Source: an optimization exercise on an open RTL-to-GDS flow (aim: small area). Production flows keep margins and buffers that such runs may drop. At most, simulation tests tie the RTL to the original design; equivalence was not proved. Power is estimated from default activity; no workload was simulated.

## amber
Design freq_meter, start of the top module:
module freq_meter(
    input               clk,
    input               rst_n,
    input               sig_fx,
    output  wire [7:0]  sm_seg,
    output  wire [3:0]  sm_bit,
    output              uart_txd
);
wire        half;           
wire [3:0]  byte_i;         
wire [3:0]  bit_i;          
wire [5:0]  tick;           
wire [15:0] frame_bcd;      
wire        sweep;          
wire [5:0]  kilo;           
wire [11:0] low_bcd;        
wire        valid;          
data_deal u_data_deal(
    .clk        (clk),
    .rst_n      (rst_n),
    .half       (half),
    .byte_i     (byte_i),
    .bit_i      (bit_i),
    .tick       (tick),
    .sweep      (sweep),
    .frame_bcd  (frame_bcd)
);
cymometer u_cymometer(
    .clk        (clk),
    .rst_n      (rst_n),
    .sig_fx     (sig_fx),
    .gate_pre   (half),
    .sweep      (sweep),
    .step       (tick),
    .kilo       (kilo),
    .low_bcd    (low_bcd),
    .valid      (valid)
);
SegLed u_SegLed(
    .clk        (clk),
    .rst_n      (rst_n),
    .kilo       (kilo),
    .low_bcd    (low_bcd),
    .valid      (valid),
    .sm_seg     (sm_seg),
    .sm_bit     (sm_bit)
);
uart_transfer u_uart_transfer(
  ...
Size in the first run: about 630 cells after synthesis, about 120 flip-flops, ~16 I/O pins, ~6500 um2 of cells after synthesis.
==> module cymometer, before the edit <==
module cymometer(
    input               clk,
    input               rst_n,
    input               sig_fx,
    input               gate_pre,
    input               sweep,
    input       [5:0]   step,
    output reg  [5:0]   kilo,
    output reg  [11:0]  low_bcd,
    output reg          valid       
);
localparam [18:0] FX_SCALE = 19'd390625;    
reg         fx_d;
reg         gate_fx_r;
reg         gate;
reg         seen;           
wire        fx_en = sig_fx & ~fx_d;
always @(posedge clk or negedge rst_n) begin
    if (!rst_n) begin
        fx_d      <= 1'b0;
        gate_fx_r <= 1'b0;
        gate      <= 1'b0;
        seen      <= 1'b0;
    end else begin
        fx_d <= sig_fx;
        if (fx_en) begin
            gate_fx_r <= gate_pre;
            gate      <= gate_fx_r;
        end
        if (gate)
            seen <= 1'b1;
    end
end
wire        clr     = sweep & step[5] & step[4];
reg  [11:0] fs;
reg  [11:0] fs_inc;
reg         c_fs;
integer     i_fs;
always @(*) begin
    c_fs = gate;
    for (i_fs = 0; i_fs < 12; i_fs = i_fs + 1) begin
        fs_inc[i_fs] = fs[i_fs] ^ c_fs;
        c_fs = c_fs & fs[i_fs];
    end
end
always @(posedge clk)
    fs <= clr ? 12'd0 : fs_inc;
reg  [14:0] rem;
reg  [18:0] num_lo;
wire        num_en = fx_en & gate;
reg  [18:0] num_add;
reg         c_lo;
integer     i_lo;
always @(*) begin
    c_lo = 1'b0;
    for (i_lo = 0; i_lo < 19; i_lo = i_lo + 1) begin
        num_add[i_lo] = num_lo[i_lo] ^ (num_en & FX_SCALE[i_lo]) ^ c_lo;
        c_lo = (num_lo[i_lo] & (num_en & FX_SCALE[i_lo])) | (c_lo & (num_lo[i_lo] ^ (num_en & FX_SCALE[i_lo])));
    end
end
wire        neg     = rem[14];
wire [15:0] fs_full = {4'b0010, fs};
wire [15:0] add_a   = sweep ? {rem, num_lo[18]} : {1'b0, rem};
wire        div     = sweep & ~step[5];
wire [15:0] add_b   = div ? (neg ? fs_full : ~fs_full) : 16'd0;
wire        add_c   = sweep ? (div & ~neg) : c_lo;
reg  [15:0] add_s;
reg         c_s;
integer     i_s;
always @(*) begin
    c_s = add_c;
    for (i_s = 0; i_s < 16; i_s = i_s + 1) begin
        add_s[i_s] = add_a[i_s] ^ add_b[i_s] ^ c_s;
        c_s = (add_a[i_s] & add_b[i_s]) | (c_s & (add_a[i_s] ^ add_b[i_s]));
    end
end
wire        q_bit = ~add_s[15];          
always @(posedge clk) begin
    rem    <= add_s[14:0];
    num_lo <= sweep ? {num_lo[17:0], 1'b0} : num_add;
end
localparam [7:0] K125 = 8'd125;
reg  [6:0]  rem_k;
wire [7:0]  rem_k2 = {(step == 6'd2) ? 7'd0 : rem_k, q_bit};
reg  [6:0]  rem_k_sub;
reg         bk;
integer     i;
always @(*) begin
    bk = 1'b0;
    for (i = 0; i < 7; i = i + 1) begin
        rem_k_sub[i] = rem_k2[i] ^ K125[i] ^ bk;
        bk = (~rem_k2[i] & K125[i]) | (bk & ~(rem_k2[i] ^ K125[i]));
    end
end
wire        k_bit = rem_k2[7] | ~bk;     
always @(posedge clk)
    rem_k <= k_bit ? rem_k_sub : rem_k2[6:0];
function [3:0] dd_adj(input [3:0] d);      
    case (d)
    4'd5: dd_adj = 4'd8;
    4'd6: dd_adj = 4'd9;
    4'd7: dd_adj = 4'd10;
    4'd8: dd_adj = 4'd11;
    4'd9: dd_adj = 4'd12;
    4'd10, 4'd12, 4'd14: dd_adj = 4'd11;     
    4'd11, 4'd13, 4'd15: dd_adj = 4'd12;
    default: dd_adj = d;
    endcase
endfunction
wire        dd_clr = (step == 6'd10);
wire        dd_en  = sweep & seen & (step >= 6'd8) & (step <= 6'd24);
wire [3:0]  a0 = dd_adj(dd_clr ? 4'd0 : low_bcd[3:0]);
wire [3:0]  a1 = dd_adj(dd_clr ? 4'd0 : low_bcd[7:4]);
wire [3:0]  a2 = dd_adj(dd_clr ? 4'd0 : low_bcd[11:8]);
wire [5:0]  ak = dd_clr ? 6'd0 : kilo;
always @(posedge clk) begin
    if (dd_en) begin
        kilo    <= {ak[4:0], a2[3]};
        low_bcd <= {a2[2:0], a1[3], a1[2:0], a0[3], a0[2:0], k_bit};
    end
end
always @(posedge clk or negedge rst_n) begin
    if (!rst_n)
        valid <= 1'b0;
    else if (dd_en)
        valid <= 1'b1;
end
endmodule
export LEC_CHECK = 0
export ABC_AREA = 0
export ABC_CLOCK_PERIOD_IN_PS = 150000
export CAP_MARGIN = 20
export CORE_MARGIN = 2
export CORE_UTILIZATION = 40
export CTS_BUF_LIST = sky130_fd_sc_hd__clkbuf_4
export CTS_CLUSTER_DIAMETER = 60
export CTS_CLUSTER_SIZE = 20
export SLEW_MARGIN = 20
create_clock -name core_clock -period 150.0 [get_ports {clk}]
standard.sh (not shown) runs the stock make flow with config.mk's settings and CLKGATE_MAP_FILE= SYNTH_SCRIPT=/design/flow/synth_recipe.tcl, a recipe that flattens the netlist after the stock synthesis.
==> flow/flow/run.sh <==
#!/bin/bash
set -uo pipefail
bash standard.sh \
  "CTS_ARGS=-sink_clustering_enable -repair_clock_nets -buf_list sky130_fd_sc_hd__clkbuf_4 -sink_clustering_size 20 -sink_clustering_max_diameter 60 -dont_use_dummy_load" \
  "BUFFER_PORTS_ARGS=-buffer_cell sky130_fd_sc_hd__buf_1" \
  finish > standard.log 2>&1
The following lists how tundra was set up differently from amber:
--- a/flow/design.v
+++ b/flow/design.v
@@ -79,22 +79,23 @@
     rem    <= add_s[14:0];
     num_lo <= sweep ? {num_lo[17:0], 1'b0} : num_add;
 end
 localparam [7:0] K125 = 8'd125;
 reg  [6:0]  rem_k;
-wire [7:0]  rem_k2 = {(step == 6'd2) ? 7'd0 : rem_k, q_bit};
+wire        q_in   = q_bit & ~step[5] & (|step[4:1]);
+wire [7:0]  rem_k2 = {rem_k, q_in};
 reg  [6:0]  rem_k_sub;
 reg         bk;
 integer     i;
 always @(*) begin
     bk = 1'b0;
     for (i = 0; i < 7; i = i + 1) begin
         rem_k_sub[i] = rem_k2[i] ^ K125[i] ^ bk;
         bk = (~rem_k2[i] & K125[i]) | (bk & ~(rem_k2[i] ^ K125[i]));
     end
 end
-wire        k_bit = rem_k2[7] | ~bk;     
+wire        k_bit = (rem_k2[7] | ~bk) & ~step[5];    
 always @(posedge clk)
     rem_k <= k_bit ? rem_k_sub : rem_k2[6:0];
 function [3:0] dd_adj(input [3:0] d);      
     case (d)
     4'd5: dd_adj = 4'd8;
Findings:
- Diff amber -> tundra | logic depth of the worst path, buffers included | increase of 3
- [compare] base=amber new=tundra: fraction of area in registers was more or less identical; worst hold slack went up by 24 ps.
- Comparing amber and tundra, the lower power share of the clock group was measured on amber.
- Wire length per cell grows by a few percent when moving from amber to tundra.
- | total placed instance area | amber vs tundra | ≈ equal |
- Against amber, count of vias placed by the detailed router in tundra fell slightly.
- Maximum single-stage delay on the critical path: amber vs tundra, no meaningful difference
- On layout overhead on the synthesized area, tundra tracks amber almost exactly.
- [tundra] multi-input logic area fell 20 um2 relative to amber
- tundra — setup slack 520 ps lower, amber as reference


Setup of purple:
freq_meter, a different RTL version from the one above (not shown whole).
Size: roughly 700 cells after synthesis, about 130 flip-flops, about 16 I/O pins, roughly 6900 um^2 of cells after synthesis.
==> module cymometer, before the edit <==
module cymometer(
    input               clk,
    input               rst_n,
    input               sig_fx,
    input               gate_pre,
    input               sweep,
    input       [5:0]   step,
    output reg  [5:0]   kilo,
    output reg  [11:0]  low_bcd
);
localparam [18:0] FX_SCALE = 19'd390625;    
reg         fx_d;
reg         gate_fx_r;
reg         gate;
reg         seen;           
wire        fx_en = sig_fx & ~fx_d;
always @(posedge clk or negedge rst_n) begin
    if (!rst_n) begin
        fx_d      <= 1'b0;
        gate_fx_r <= 1'b0;
        gate      <= 1'b0;
        seen      <= 1'b0;
    end else begin
        fx_d <= sig_fx;
        if (fx_en) begin
            gate_fx_r <= gate_pre;
            gate      <= gate_fx_r;
        end
        if (gate)
            seen <= 1'b1;
    end
end
wire        clr     = sweep & step[5] & step[4];
reg  [11:0] fs;
reg  [11:0] fs_inc;
reg         c;
integer     i;
always @(*) begin
    c = gate;
    for (i = 0; i < 12; i = i + 1) begin fs_inc[i] = fs[i] ^ c; c = c & fs[i]; end
end
always @(posedge clk)
    fs <= clr ? 12'd0 : fs_inc;
reg  [14:0] rem;
reg  [18:0] num_lo;
wire        num_en = fx_en & gate;
reg  [18:0] num_add;
reg         c_lo;
always @(*) begin
    c = 1'b0;
    for (i = 0; i < 19; i = i + 1) begin
        num_add[i] = num_lo[i] ^ (num_en & FX_SCALE[i]) ^ c;
        c = (num_lo[i] & (num_en & FX_SCALE[i])) | (c & (num_lo[i] ^ (num_en & FX_SCALE[i])));
    end
    c_lo = c;
end
wire        neg     = rem[14];
wire [15:0] fs_full = {4'b0010, fs};
wire [15:0] add_a   = sweep ? {rem, num_lo[18]} : {1'b0, rem};
wire [15:0] add_b   = sweep ? (neg ? fs_full : ~fs_full) : 16'd0;
wire        add_c   = sweep ? ~neg : c_lo;
reg  [15:0] add_s;
always @(*) begin
    c = add_c;
    for (i = 0; i < 16; i = i + 1) begin
        add_s[i] = add_a[i] ^ add_b[i] ^ c;
        c = (add_a[i] & add_b[i]) | (c & (add_a[i] ^ add_b[i]));
    end
end
wire        q_bit = ~add_s[15];          
always @(posedge clk) begin
    rem    <= clr ? 15'd0 : add_s[14:0];
    num_lo <= sweep ? {num_lo[17:0], 1'b0} : num_add;
end
localparam [10:0] THOUSAND = 11'd1000;
reg  [9:0]  rem_k;
wire [10:0] rem_k2 = {(step == 6'd2) ? 10'd0 : rem_k, q_bit};
reg  [9:0]  rem_k_sub;
reg         bk;
always @(*) begin
    bk = 1'b0;
    for (i = 0; i < 10; i = i + 1) begin
        rem_k_sub[i] = rem_k2[i] ^ THOUSAND[i] ^ bk;
        bk = (~rem_k2[i] & THOUSAND[i]) | (bk & ~(rem_k2[i] ^ THOUSAND[i]));
    end
end
wire        k_bit = rem_k2[10] | ~bk;    
always @(posedge clk)
    rem_k <= k_bit ? rem_k_sub : rem_k2[9:0];
function [3:0] dd_adj(input [3:0] d);      
    case (d)
    4'd5: dd_adj = 4'd8;
    4'd6: dd_adj = 4'd9;
    4'd7: dd_adj = 4'd10;
    4'd8: dd_adj = 4'd11;
    4'd9: dd_adj = 4'd12;
    4'd10, 4'd12, 4'd14: dd_adj = 4'd11;     
    4'd11, 4'd13, 4'd15: dd_adj = 4'd12;
    default: dd_adj = d;
    endcase
endfunction
wire        dd_clr = (step == 6'd13);
wire        dd_en  = sweep & seen & (step >= 6'd12) & (step <= 6'd27);
wire [3:0]  a0 = dd_adj(dd_clr ? 4'd0 : low_bcd[3:0]);
wire [3:0]  a1 = dd_adj(dd_clr ? 4'd0 : low_bcd[7:4]);
wire [3:0]  a2 = dd_adj(dd_clr ? 4'd0 : low_bcd[11:8]);
wire [5:0]  ak = dd_clr ? 6'd0 : kilo;
always @(posedge clk or negedge rst_n) begin
    if (!rst_n) begin
        kilo    <= 6'd0;
        low_bcd <= 12'd0;
    end else if (dd_en) begin
        kilo    <= {ak[4:0], a2[3]};
        low_bcd <= {a2[2:0], a1[3], a1[2:0], a0[3], a0[2:0], k_bit};
    end
end
endmodule
==> flow/config.mk <==
export PLATFORM = sky130hd
export DESIGN_NAME = freq_meter
export DESIGN_NICKNAME = freq_meter
export VERILOG_FILES = /design/flow/design.v
export SDC_FILE = /design/flow/constraint.sdc
export NUM_CORES = 4
export LEC_CHECK = 0
export ABC_AREA = 0
export ABC_CLOCK_PERIOD_IN_PS = 150000
export CAP_MARGIN = 20
export CORE_MARGIN = 2
export CORE_UTILIZATION = 40
export CTS_BUF_LIST = sky130_fd_sc_hd__clkbuf_4
export CTS_CLUSTER_DIAMETER = 60
export CTS_CLUSTER_SIZE = 20
export SLEW_MARGIN = 20
==> flow/constraint.sdc <==
create_clock -name core_clock -period 150.0 [get_ports {clk}]
set_input_delay 30.0000 -clock core_clock [delete_from_list [all_inputs] [get_ports {clk}]]
set_output_delay 30.0000 -clock core_clock [all_outputs]
set_load 0.01 [all_outputs]
Scripts as last shown in full above: flow/flow/run.sh
The inputs of red differ from those of purple as listed below.
--- a/flow/design.v
+++ b/flow/design.v
@@ -29,50 +29,58 @@
         if (gate)
             seen <= 1'b1;
     end
 end
 wire        clr     = sweep & step[5] & step[4];
-reg  [11:0] fs;
-reg  [11:0] fs_inc;
+reg  [12:0] fs;
+reg  [12:0] fs_inc;
 reg         c;
 integer     i;
 always @(*) begin
     c = gate;
-    for (i = 0; i < 12; i = i + 1) begin fs_inc[i] = fs[i] ^ c; c = c & fs[i]; end
+    for (i = 0; i < 13; i = i + 1) begin fs_inc[i] = fs[i] ^ c; c = c & fs[i]; end
 end
 always @(posedge clk)
-    fs <= clr ? 12'd0 : fs_inc;
-reg  [14:0] rem;
+    fs <= clr ? 13'd0 : fs_inc;
+reg  [13:0] rem;
 reg  [18:0] num_lo;
 wire        num_en = fx_en & gate;
-reg  [18:0] num_add;
-reg         c_lo;
+reg  [31:0] num_add;
 always @(*) begin
     c = 1'b0;
     for (i = 0; i < 19; i = i + 1) begin
         num_add[i] = num_lo[i] ^ (num_en & FX_SCALE[i]) ^ c;
         c = (num_lo[i] & (num_en & FX_SCALE[i])) | (c & (num_lo[i] ^ (num_en & FX_SCALE[i])));
     end
-    c_lo = c;
+    for (i = 19; i < 32; i = i + 1) begin
+        num_add[i] = rem[i - 19] ^ c;
+        c = c & rem[i - 19];
+    end
 end
-wire        neg     = rem[14];
-wire [15:0] fs_full = {4'b0010, fs};
-wire [15:0] add_a   = sweep ? {rem, num_lo[18]} : {1'b0, rem};
-wire [15:0] add_b   = sweep ? (neg ? fs_full : ~fs_full) : 16'd0;
-wire        add_c   = sweep ? ~neg : c_lo;
-reg  [15:0] add_s;
+wire [14:0] rem2 = {rem, num_lo[18]};
+wire [13:0] fs_full = {1'b1, fs};
+reg  [13:0] rem_sub;
+reg         b;
 always @(*) begin
-    c = add_c;
-    for (i = 0; i < 16; i = i + 1) begin
-        add_s[i] = add_a[i] ^ add_b[i] ^ c;
-        c = (add_a[i] & add_b[i]) | (c & (add_a[i] ^ add_b[i]));
+    b = 1'b0;
+    for (i = 0; i < 14; i = i + 1) begin
+        rem_sub[i] = rem2[i] ^ fs_full[i] ^ b;
+        b = (~rem2[i] & fs_full[i]) | (b & ~(rem2[i] ^ fs_full[i]));
     end
 end
-wire        q_bit = ~add_s[15];          
+wire        q_bit = rem2[14] | ~b;       
 always @(posedge clk) begin
-    rem    <= clr ? 15'd0 : add_s[14:0];
-    num_lo <= sweep ? {num_lo[17:0], 1'b0} : num_add;
+    if (clr)
+        rem <= 14'd0;
+    else if (sweep)
+        rem <= q_bit ? rem_sub : rem2[13:0];
+    else
+        rem <= {1'b0, num_add[31:19]};
+    if (sweep)
+        num_lo <= {num_lo[17:0], 1'b0};
+    else
+        num_lo <= num_add[18:0];
 end
 localparam [10:0] THOUSAND = 11'd1000;
 reg  [9:0]  rem_k;
 wire [10:0] rem_k2 = {(step == 6'd2) ? 10'd0 : rem_k, q_bit};
 reg  [9:0]  rem_k_sub;
## What came out
red went all the way through the flow, and no timing, DRC or antenna check failed.
[compare] base=purple new=red: post-place setup slack down 2120 ps; maximum ir drop on the vdd rail down about 13%; sum of met3 wire segment lengths after detailed routing up 6.5%; proportion of layout cells with a drive suffix above 1 down 0.16 points; depth of the worst register-to-register path up 22.
Summary of the comparison: final worst setup slack is lower in red, relative to purple.
The RTL of purple was laid out without a check of its function.

[re-timing with driven ports]
In the flow no input, the clock included, has a driving cell. The finished layouts below were timed again as built, in two steps. Step 1 sets driving cells, clkbuf_16 on the clock port and buf_2 on the other inputs (assumed; they add their load-dependent delay and slew). Step 2 moves the port delays by t, midway between the first and last clock arrival at a register: inputs arrive t later, outputs are due t later. That takes back most of the time a late clock gives input paths. Slacks: ideal ports / drivers / drivers and shift; pairs: ideal ports / drivers.
run | t, ns | slack for setup (ns) | worst slew at a driven data input, ns
amber | 0.533 | 107.447 / 107.456 / 106.923 | 0.03
tundra | 0.545 | 106.925 / 106.937 / 106.392 | 0.03
purple | 0.533 | 113.700 / 113.718 / 113.185 | 0.03
red | 0.542 | 111.557 / 111.568 / 111.026 | 0.03
After both steps every run listed still meets setup and hold. The setup slack of tundra, which loses most, moves by +0.012 ns with the drivers and by -0.533 ns with both steps.
